Source: an optimization exercise on an open RTL-to-GDS flow (aim: small area and a short achievable clock period). Production flows keep margins and buffers that such runs may drop. Where RTL was checked, it was by simulation tests only, not by an equivalence proof against the original. Power and IR drop assume default switching activity. The clock port is modelled as an ideal driver; clocking choices that lean on that would not hold on a real chip.

== run 1 ==
==> flow/design.v (excerpt) <==
module Scrambler(
  input         clock,
  input         reset,
  input  [63:0] io_in,
  output [63:0] io_out
);
Size: about 2700 cells after synthesis, about 130 I/O pins, roughly 37000 sq um of cells after synthesis.
Settings: LEC_CHECK=0, CAP_MARGIN=20, CORE_MARGIN=2, CORE_UTILIZATION=65, CTS_CLUSTER_DIAMETER=80, CTS_CLUSTER_SIZE=32, SETUP_SLACK_MARGIN=2.5, SLEW_MARGIN=20, SYNTH_HIERARCHICAL=1, SYNTH_MINIMUM_KEEP_SIZE=0, TNS_END_PERCENT=5; clock period 6.0 ns.
run.sh (not shown) runs the stock make flow with config.mk's settings and CLKGATE_MAP_FILE= SYNTH_SCRIPT=/design/flow/synth_recipe.tcl, a recipe that flattens the netlist after the stock synthesis.
Run 1 did not stop at any stage, and its layout met the timing, design-rule and antenna checks.
> inputs changed (run 1 -> run 2)
- changing CTS_CLUSTER_DIAMETER from 80 to 60
- changing CTS_CLUSTER_SIZE from 32 to 24
--- outcome ---
- Every stage of run 2 finished as expected; the final checks, on the other hand, flagged antenna rules, which means the layout fails.
- Delta(maximum net fanout on the critical path, run 2 - run 1) > 0
- Going from run 1 to run 2, final hold slack now smaller, maximum ir drop on the vdd rail now larger.
- From run 1 to run 2 the numbers moved as follows: post-route cell area grew by 2.0%; count of plain and timing-repair buffers grew by 23; total routed wirelength grew by 2300 um.
- Delta (run 2 minus run 1): leakage power of the design grew by 2.3%, clock-buffer cell count grew by 26.
Inputs modified between run 2 and run 3:
- CTS_CLUSTER_DIAMETER changed from 60 to 80
- CORE_UTILIZATION changed from 65 to 75
- CTS_CLUSTER_SIZE changed from 24 to 32
==> flow/flow/run.sh (new file) <==
#!/bin/bash
# Layout flow: the standard flow (standard.sh, the ORFS make targets), run
# in two steps.  Synthesis is the standard one, unchanged.  The rest of the
# layout differs from the standard flow in two settings only:
#  - the port buffers that buffer_ports inserts are plain buffers (buf_2)
#    rather than the delay cell it would pick on its own, and
#  - the resizer may swap a cell for one of another footprint
#    (MATCH_CELL_FOOTPRINT=0; sky130hd's platform config sets it to 1).
# Each step's full output goes to its own log file in the work folder.
set -euo pipefail
bash standard.sh synth > run_synth.log 2>&1
bash standard.sh "BUFFER_PORTS_ARGS=-buffer_cell sky130_fd_sc_hd__buf_2" \
  MATCH_CELL_FOOTPRINT=0 finish > run_layout.log 2>&1
==> flow/standard.sh (new file) <==
#!/bin/bash
# synth_recipe.tcl (not shown) runs the flow's synth.tcl, then flattens the netlist and writes it again
# the make line also repeats each setting of config.mk as NAME=value (left out here)
make -C /OpenROAD-flow-scripts/flow DESIGN_CONFIG=/design/flow/config.mk WORK_HOME=/design/flow/orfs CLKGATE_MAP_FILE= SYNTH_SCRIPT=/design/flow/synth_recipe.tcl "${@:-finish}"
removed: flow/run.sh
Findings:
Every stage of the flow completed for run 3, and the final layout passed the timing, design-rule and antenna checks.
Run 3 ended up with a lower setup slack than run 2 did.
Taking run 2 as the reference, in run 3 count of non-CTS buffers in the layout fell 22%; post-cts repair resize count fell 339; cell area after layout dropped about 4.5%.
Sort run 3 and run 2 by part of the cycle the worst path needs desc -> top: run 3
When run 3 is measured against run 2, its number of buffers added by the clock tree synthesis step turns out 22 lower.
Cmp run 3 and run 2 / sequential share of layout area / higher: run 3
--- input diff run 3..run 4 ---
- swapping 2.5 for 2.0 in SETUP_SLACK_MARGIN
- swapping 32 for 24 in CTS_CLUSTER_SIZE
- swapping 75 for 65 in CORE_UTILIZATION
- swapping 80 for 60 in CTS_CLUSTER_DIAMETER
==> flow/run.sh (new file) <==
#!/bin/bash
# synth_recipe.tcl (not shown) runs the flow's synth.tcl, then flattens the netlist and writes it again
# the make line also repeats each setting of config.mk as NAME=value (left out here)
make -C /OpenROAD-flow-scripts/flow DESIGN_CONFIG=/design/flow/config.mk WORK_HOME=/design/flow/orfs CLKGATE_MAP_FILE= SYNTH_SCRIPT=/design/flow/synth_recipe.tcl finish
removed: flow/flow/run.sh
removed: flow/standard.sh
Results
- Compared with run 3, in run 4 count of non-CTS inverters in the layout decreased 1, final hold slack decreased 0.0069 ns.
- Run 4 gives less wire length of the first global-routing pass than run 3 did.
- Run 4: flow complete, layout not clean; failing: antenna rules
- Taking run 3 as the reference point, the clock power share of run 4 rises by 4.0 points.
- Run 3 → run 4: maximum net fanout on the critical path lost 1, overall power up about 5.6%.

---

Another version of the RTL of Scrambler (not shown whole).
Size in the first run: roughly 2600 cells after synthesis.
Settings: LEC_CHECK=0, CAP_MARGIN=20, CORE_MARGIN=2, CORE_UTILIZATION=65, CTS_CLUSTER_DIAMETER=80, CTS_CLUSTER_SIZE=32, SETUP_SLACK_MARGIN=2.5, SLEW_MARGIN=20, SYNTH_HIERARCHICAL=1, SYNTH_MINIMUM_KEEP_SIZE=0, TNS_END_PERCENT=5; clock period 6.0 ns.
standard.sh (not shown) runs the stock make flow with config.mk's settings and CLKGATE_MAP_FILE= SYNTH_SCRIPT=/design/flow/synth_recipe.tcl, a recipe that flattens the netlist after the stock synthesis.
==> flow/flow/run.sh <==
#!/bin/bash
# Layout flow: the standard flow (standard.sh, the ORFS make targets), run
# in two steps.  The layout differs from the standard flow in these settings
# only:
#  - synthesis is the standard one with ABC told that each gate drives a
#    1 fF load (ABC_LOAD_IN_FF=1; sky130hd's default is 5).  The adders are
#    written as one-gate modules that synthesis maps one at a time, and with
#    the default load ABC maps each to a larger drive strength than most
#    need (a21oi_2, nor2b_4); the resizer later upsizes the gates that timing
#    needs.  The registers are those of the standard synthesis;
#  - the pins are placed by flow/io.tcl (ORFS IO_CONSTRAINTS): io_in[i] and
#    io_out[i] side by side along the bottom edge in bit order, so that the
#    adder between them can be placed compactly;
#  - the port buffers that buffer_ports inserts are plain buffers (buf_2)
#    rather than the delay cell it would pick on its own;
#  - the resizer may swap a cell for one of another footprint
#    (MATCH_CELL_FOOTPRINT=0; sky130hd's platform config sets it to 1).
# Each step's full output goes to its own log file in the work folder.
set -euo pipefail
here=$(pwd)
bash standard.sh ABC_LOAD_IN_FF=1 synth > run_synth.log 2>&1
bash standard.sh "IO_CONSTRAINTS=$here/flow/io.tcl" IO_PIN_STEP=2 \
  "BUFFER_PORTS_ARGS=-buffer_cell sky130_fd_sc_hd__buf_2" \
  MATCH_CELL_FOOTPRINT=0 finish > run_layout.log 2>&1
Other scripts of this flow, unchanged in this note and not shown: flow/flow/io.tcl
Change:
PLACE_DENSITY = 0.9   (was default)
The changed run produced a clean layout; power grows by 0.67%; clock-buffer cell count grows by 1; setup slack gets worse by 280 ps; clock power stays flat; cell area shrinks by 0.45%; sequential share of layout area grows by 0.34 points; final cell count is about the same; global-route usage grows by 4.3 points; via count grows by 9.1%; routed wire length grows by 25%.
Change:
PLACE_DENSITY = 0.75   (was 0.9)
=>
- clock skew drops by 9.9 ps
- die area does not change
- setup slack gains 200 ps
- cell count barely changes
- power drops slightly
- register-to-register slack gains 90 ps
- core utilization drops by 0.40 points
Change:
--- a/flow/flow/run.sh
+++ b/flow/flow/run.sh
@@ -3,8 +3,2 @@
-# in two steps.  The layout differs from the standard flow in these settings
-# only:
-#  - synthesis is the standard one with ABC told that each gate drives a
-#    1 fF load (ABC_LOAD_IN_FF=1; sky130hd's default is 5).  The adders are
-#    written as one-gate modules that synthesis maps one at a time, and with
-#    the default load ABC maps each to a larger drive strength than most
-#    need (a21oi_2, nor2b_4); the resizer later upsizes the gates that timing
-#    needs.  The registers are those of the standard synthesis;
+# in two steps.  Synthesis is the standard one, unchanged.  The rest of the
+# layout differs from the standard flow in these settings only:
@@ -21 +15 @@
-bash standard.sh ABC_LOAD_IN_FF=1 synth > run_synth.log 2>&1
+bash standard.sh synth > run_synth.log 2>&1
PLACE_DENSITY = default   (was 0.75)
Total power barely changes.
Synthesized cell count stays the same.
Setup slack is worse by 60 ps.
Final cell count increases by 2.3%.

---

Another version of the RTL of Scrambler (not shown whole).
For scale: roughly 1500 flip-flops, roughly 130 I/O pins, ~36000 µm² of cells after synthesis.
Settings: LEC_CHECK=0, CAP_MARGIN=20, CORE_MARGIN=2, CORE_UTILIZATION=65, CTS_CLUSTER_DIAMETER=80, CTS_CLUSTER_SIZE=32, SETUP_SLACK_MARGIN=2.5, SLEW_MARGIN=20, SYNTH_HIERARCHICAL=1, SYNTH_MINIMUM_KEEP_SIZE=0, TNS_END_PERCENT=5; clock period 6.0 ns.
==> flow/flow/run.sh <==
#!/bin/bash
# Layout flow: the standard flow (standard.sh, the ORFS make targets), run
# in two steps.
#  - Synthesis is the standard one, with ABC told that each gate drives a
#    1 fF load (ABC_LOAD_IN_FF=1; sky130hd's default is 5).  The design's
#    adders are written as one-gate modules that synthesis maps one at a
#    time, and with the default load ABC maps each to a larger drive
#    strength (a21oi_2 for an and-or-invert gate) than most of them need;
#    the resizer later upsizes the gates that timing needs.  The registers
#    are the same as the standard synthesis's.
#  - The port buffers that buffer_ports inserts are plain buffers (buf_2)
#    rather than the delay cell it would pick on its own.
#  - The resizer may swap a cell for one of another footprint
#    (MATCH_CELL_FOOTPRINT=0; sky130hd's platform config sets it to 1).
# Each step's full output goes to its own log file in the work folder.
set -euo pipefail
bash standard.sh ABC_LOAD_IN_FF=1 synth > run_synth.log 2>&1
bash standard.sh "BUFFER_PORTS_ARGS=-buffer_cell sky130_fd_sc_hd__buf_2" \
  MATCH_CELL_FOOTPRINT=0 finish > run_layout.log 2>&1
Change:
==> flow/flow/run.sh (replaced) <==
#!/bin/bash
# Layout flow: the standard flow (standard.sh, the ORFS make targets), run
# in two steps.  Synthesis is the standard one, unchanged.  The rest of the
# layout differs from the standard flow in two settings only:
#  - the port buffers that buffer_ports inserts are plain buffers (buf_2)
#    rather than the delay cell it would pick on its own, and
#  - the resizer may swap a cell for one of another footprint
#    (MATCH_CELL_FOOTPRINT=0; sky130hd's platform config sets it to 1).
# Each step's full output goes to its own log file in the work folder.
set -euo pipefail
bash standard.sh synth > run_synth.log 2>&1
bash standard.sh "BUFFER_PORTS_ARGS=-buffer_cell sky130_fd_sc_hd__buf_2" \
  MATCH_CELL_FOOTPRINT=0 finish > run_layout.log 2>&1
The changed run passed the timing, design-rule and antenna checks.
Setup slack gets worse by 23 ps.
Routed wire length came out lower by 6.3%.
Cell area decreases by about 0.4%.
Hold slack stays flat.
Sequential cell count is unchanged.
Synthesized cell count is unchanged.
No run of this note included a check of the RTL's function; only the layout flow was run.

---

## run A
Scrambler, a different RTL version from the one above (not shown whole).
Size in the first run: roughly 2600 cells after synthesis, about 1500 flip-flops.
Design Scrambler, start of the top module:
module Scrambler(
  input         clock,
  input         reset,
  input  [63:0] io_in,
  output [63:0] io_out
);
export LEC_CHECK = 0
export CAP_MARGIN = 20
export CORE_MARGIN = 2
export CORE_UTILIZATION = 72
export CTS_CLUSTER_DIAMETER = 80
export CTS_CLUSTER_SIZE = 32
export SETUP_SLACK_MARGIN = 2.5
export SLEW_MARGIN = 20
export SYNTH_HIERARCHICAL = 1
export SYNTH_MINIMUM_KEEP_SIZE = 0
export TNS_END_PERCENT = 5
create_clock -name core_clock -period 6.0 [get_ports {clock}]
==> flow/flow/run.sh <==
#!/bin/bash
# Layout flow: the standard flow (standard.sh, the ORFS make targets), run
# in two steps.  Synthesis is the standard one, unchanged.  The rest of the
# layout differs from the standard flow in these settings only:
#  - the pins are placed by flow/io.tcl (ORFS IO_CONSTRAINTS): io_in[i] and
#    io_out[i] side by side along the bottom edge in bit order, so that the
#    adder between them can be placed compactly;
#  - the port buffers that buffer_ports inserts are plain buffers (buf_2)
#    rather than the delay cell it would pick on its own;
#  - the resizer may swap a cell for one of another footprint
#    (MATCH_CELL_FOOTPRINT=0; sky130hd's platform config sets it to 1).
# Each step's full output goes to its own log file in the work folder.
set -euo pipefail
here=$(pwd)
bash standard.sh synth > run_synth.log 2>&1
bash standard.sh "IO_CONSTRAINTS=$here/flow/io.tcl" IO_PIN_STEP=2 \
  "BUFFER_PORTS_ARGS=-buffer_cell sky130_fd_sc_hd__buf_2" \
  MATCH_CELL_FOOTPRINT=0 finish > run_layout.log 2>&1
==> flow/flow/io.tcl <==
# Pin placement, sourced at the end of floorplanning (ORFS IO_CONSTRAINTS).
# io_in[i] and io_out[i] sit side by side along the bottom edge, in bit order
# (bit 0 at the left), so that the io_in -> io_out adder can be placed as a
# compact strip next to its pins.  clock and reset go on the left edge.
set die [ord::get_die_area]
set W [expr {[lindex $die 2] - [lindex $die 0]}]
set H [expr {[lindex $die 3] - [lindex $die 1]}]
set pitch 0.46
set offset 0.23
set step $::env(IO_PIN_STEP)
set n 128
set span [expr {($n - 1) * $step * $pitch}]
set k [expr {int((($W - $span) / 2.0 - $offset) / $pitch)}]
for {set i 0} {$i < 64} {incr i} {
  foreach p [list "io_in\[$i\]" "io_out\[$i\]"] {
    place_pin -pin_name $p -layer met2 \
      -location [list [expr {$offset + $k * $pitch}] 0.242] -force_to_die_boundary
    incr k $step
  }
}
# the left edge's horizontal pins use met3 on a 0.68 um pitch (offset 0.34)
set row [expr {int(($H / 2.0 - 0.34) / 0.68)}]
place_pin -pin_name clock -layer met3 \
  -location [list 0.4 [expr {0.34 + $row * 0.68}]] -force_to_die_boundary
place_pin -pin_name reset -layer met3 \
  -location [list 0.4 [expr {0.34 + ($row + 8) * 0.68}]] -force_to_die_boundary
Having completed the whole flow, run A delivered a layout that passed the timing, design-rule and antenna checks.
For run B, these inputs were changed with respect to run A:
Settings: CORE_UTILIZATION now 65, was 72.
==> flow/flow/run.sh <==
#!/bin/bash
# Layout flow: the standard flow (standard.sh, the ORFS make targets), run
# in two steps.  Synthesis is the standard one, unchanged.  The rest of the
# layout differs from the standard flow in two settings only:
#  - the port buffers that buffer_ports inserts are plain buffers (buf_2)
#    rather than the delay cell it would pick on its own, and
#  - the resizer may swap a cell for one of another footprint
#    (MATCH_CELL_FOOTPRINT=0; sky130hd's platform config sets it to 1).
# Each step's full output goes to its own log file in the work folder.
set -euo pipefail
bash standard.sh synth > run_synth.log 2>&1
bash standard.sh "BUFFER_PORTS_ARGS=-buffer_cell sky130_fd_sc_hd__buf_2" \
  MATCH_CELL_FOOTPRINT=0 finish > run_layout.log 2>&1
removed: flow/flow/io.tcl
==> run summary <==
Of the two values seen for critical-path cell with the highest stage delay, sky130_fd_sc_hd__xnor2_1 was produced by run B and sky130_fd_sc_hd__o21ai_4 by run A.
Going from run A to run B, the maximum fanout along the worst path was found to have gone up by 1.
The die area of run B was inferior to that of run A.
Run B ended up with a lower power after layout than run A did.
Changes observed in run B relative to run A: power share of the combinational group fell 0.2 points, worst hold slack fell 0.013 ns, utilization after layout fell 8.0 points.
For run C, these inputs were changed with respect to run B:
diff --git a/flow/flow/run.sh b/flow/flow/run.sh
--- a/flow/flow/run.sh
+++ b/flow/flow/run.sh
@@ -4 +4,4 @@
-# layout differs from the standard flow in two settings only:
+# layout differs from the standard flow in these settings only:
+#  - the pins are placed by flow/io.tcl (ORFS IO_CONSTRAINTS): io_in[i] and
+#    io_out[i] side by side along the bottom edge in bit order, so that the
+#    adder between them can be placed compactly;
@@ -6 +9 @@
-#    rather than the delay cell it would pick on its own, and
+#    rather than the delay cell it would pick on its own;
@@ -10,0 +14 @@
+here=$(pwd)
@@ -12 +16,2 @@
-bash standard.sh "BUFFER_PORTS_ARGS=-buffer_cell sky130_fd_sc_hd__buf_2" \
+bash standard.sh "IO_CONSTRAINTS=$here/flow/io.tcl" IO_PIN_STEP=2 \
+  "BUFFER_PORTS_ARGS=-buffer_cell sky130_fd_sc_hd__buf_2" \
==> flow/flow/io.tcl (new file) <==
# Pin placement, sourced at the end of floorplanning (ORFS IO_CONSTRAINTS).
# io_in[i] and io_out[i] sit side by side along the bottom edge, in bit order
# (bit 0 at the left), so that the io_in -> io_out adder can be placed as a
# compact strip next to its pins.  clock and reset go on the left edge.
set die [ord::get_die_area]
set W [expr {[lindex $die 2] - [lindex $die 0]}]
set H [expr {[lindex $die 3] - [lindex $die 1]}]
set pitch 0.46
set offset 0.23
set step $::env(IO_PIN_STEP)
set n 128
set span [expr {($n - 1) * $step * $pitch}]
set k [expr {int((($W - $span) / 2.0 - $offset) / $pitch)}]
for {set i 0} {$i < 64} {incr i} {
  foreach p [list "io_in\[$i\]" "io_out\[$i\]"] {
    place_pin -pin_name $p -layer met2 \
      -location [list [expr {$offset + $k * $pitch}] 0.242] -force_to_die_boundary
    incr k $step
  }
}
# the left edge's horizontal pins use met3 on a 0.68 um pitch (offset 0.34)
set row [expr {int(($H / 2.0 - 0.34) / 0.68)}]
place_pin -pin_name clock -layer met3 \
  -location [list 0.4 [expr {0.34 + $row * 0.68}]] -force_to_die_boundary
place_pin -pin_name reset -layer met3 \
  -location [list 0.4 [expr {0.34 + ($row + 8) * 0.68}]] -force_to_die_boundary
Findings:
- Comparing run C against run B, there is no change at all in synthesized-area fraction occupied by and/or/nand/nor cells.
- [compare] base=run B new=run C: met1 track demand over resource went down 1.1 points; setup slack of the critical path after layout climbed 0.14 ns; non-clock buffer count in the final layout now smaller.
- Across both runs, maximum resistive drop on vdd was higher for run C than for run B.
- On worst slew margin relative to its limit, run C does better than run B.
- The post-CTS resize count in run C sits 26 above the value recorded for run B.
- Compared to run B, run C has routed length on met3 12% lower.
- Run C against run B: cell count after placement now sits at about the same level; core utilization now larger; leakage power figure did not really move.

==> port drivers added, routing unchanged <==
No port has a modelled driver above. Below, the same layouts with a new extraction and two added sets of constraints.
Step 1: set_driving_cell puts a clkbuf_16 on clock and a buf_2 on each other input, an assumption about the parent block.
Step 2 also shifts input and output timing later by t, the mid clock arrival at the registers, as if the neighbouring blocks saw the same clock.
Slacks: ideal / step 1 / step 2; pairs: ideal / step 1.
run | t (ns) | setup slack, ns | worst setup path at the end | worst slew at a driven data input, ns
run 1 | 0.683 | 1.545 / 1.522 / 1.522 | input to output | 0.07
run 2 | 0.676 | 1.519 / 1.476 / 1.476 | input to output | 0.06
run 3 | 0.711 | 1.322 / 1.253 / 1.253 | input to output | 0.08
run 4 | 0.675 | 1.514 / 1.471 / 1.471 | input to output | 0.06
the first run of note 2 | 0.669 | 1.628 / 1.595 / 1.595 | input to output | 0.08
the second run of note 2 | 0.686 | 1.351 / 1.306 / 1.306 | input to output | 0.07
the third run of note 2 | 0.671 | 1.556 / 1.532 / 1.532 | input to output | 0.09
the fourth run of note 2 | 0.674 | 1.495 / 1.465 / 1.465 | input to output | 0.10
the first run of note 3 | 0.686 | 1.690 / 1.635 / 1.635 | input to output | 0.10
the second run of note 3 | 0.690 | 1.667 / 1.611 / 1.611 | input to output | 0.09
run A | 0.672 | 1.637 / 1.577 / 1.577 | input to output | 0.13
run B | 0.685 | 1.486 / 1.466 / 1.466 | input to output | 0.08
run C | 0.663 | 1.630 / 1.577 / 1.577 | input to output | 0.09
For run 3, which loses most, drivers alone change the setup slack by -0.069 ns; drivers and shift together by -0.069 ns.
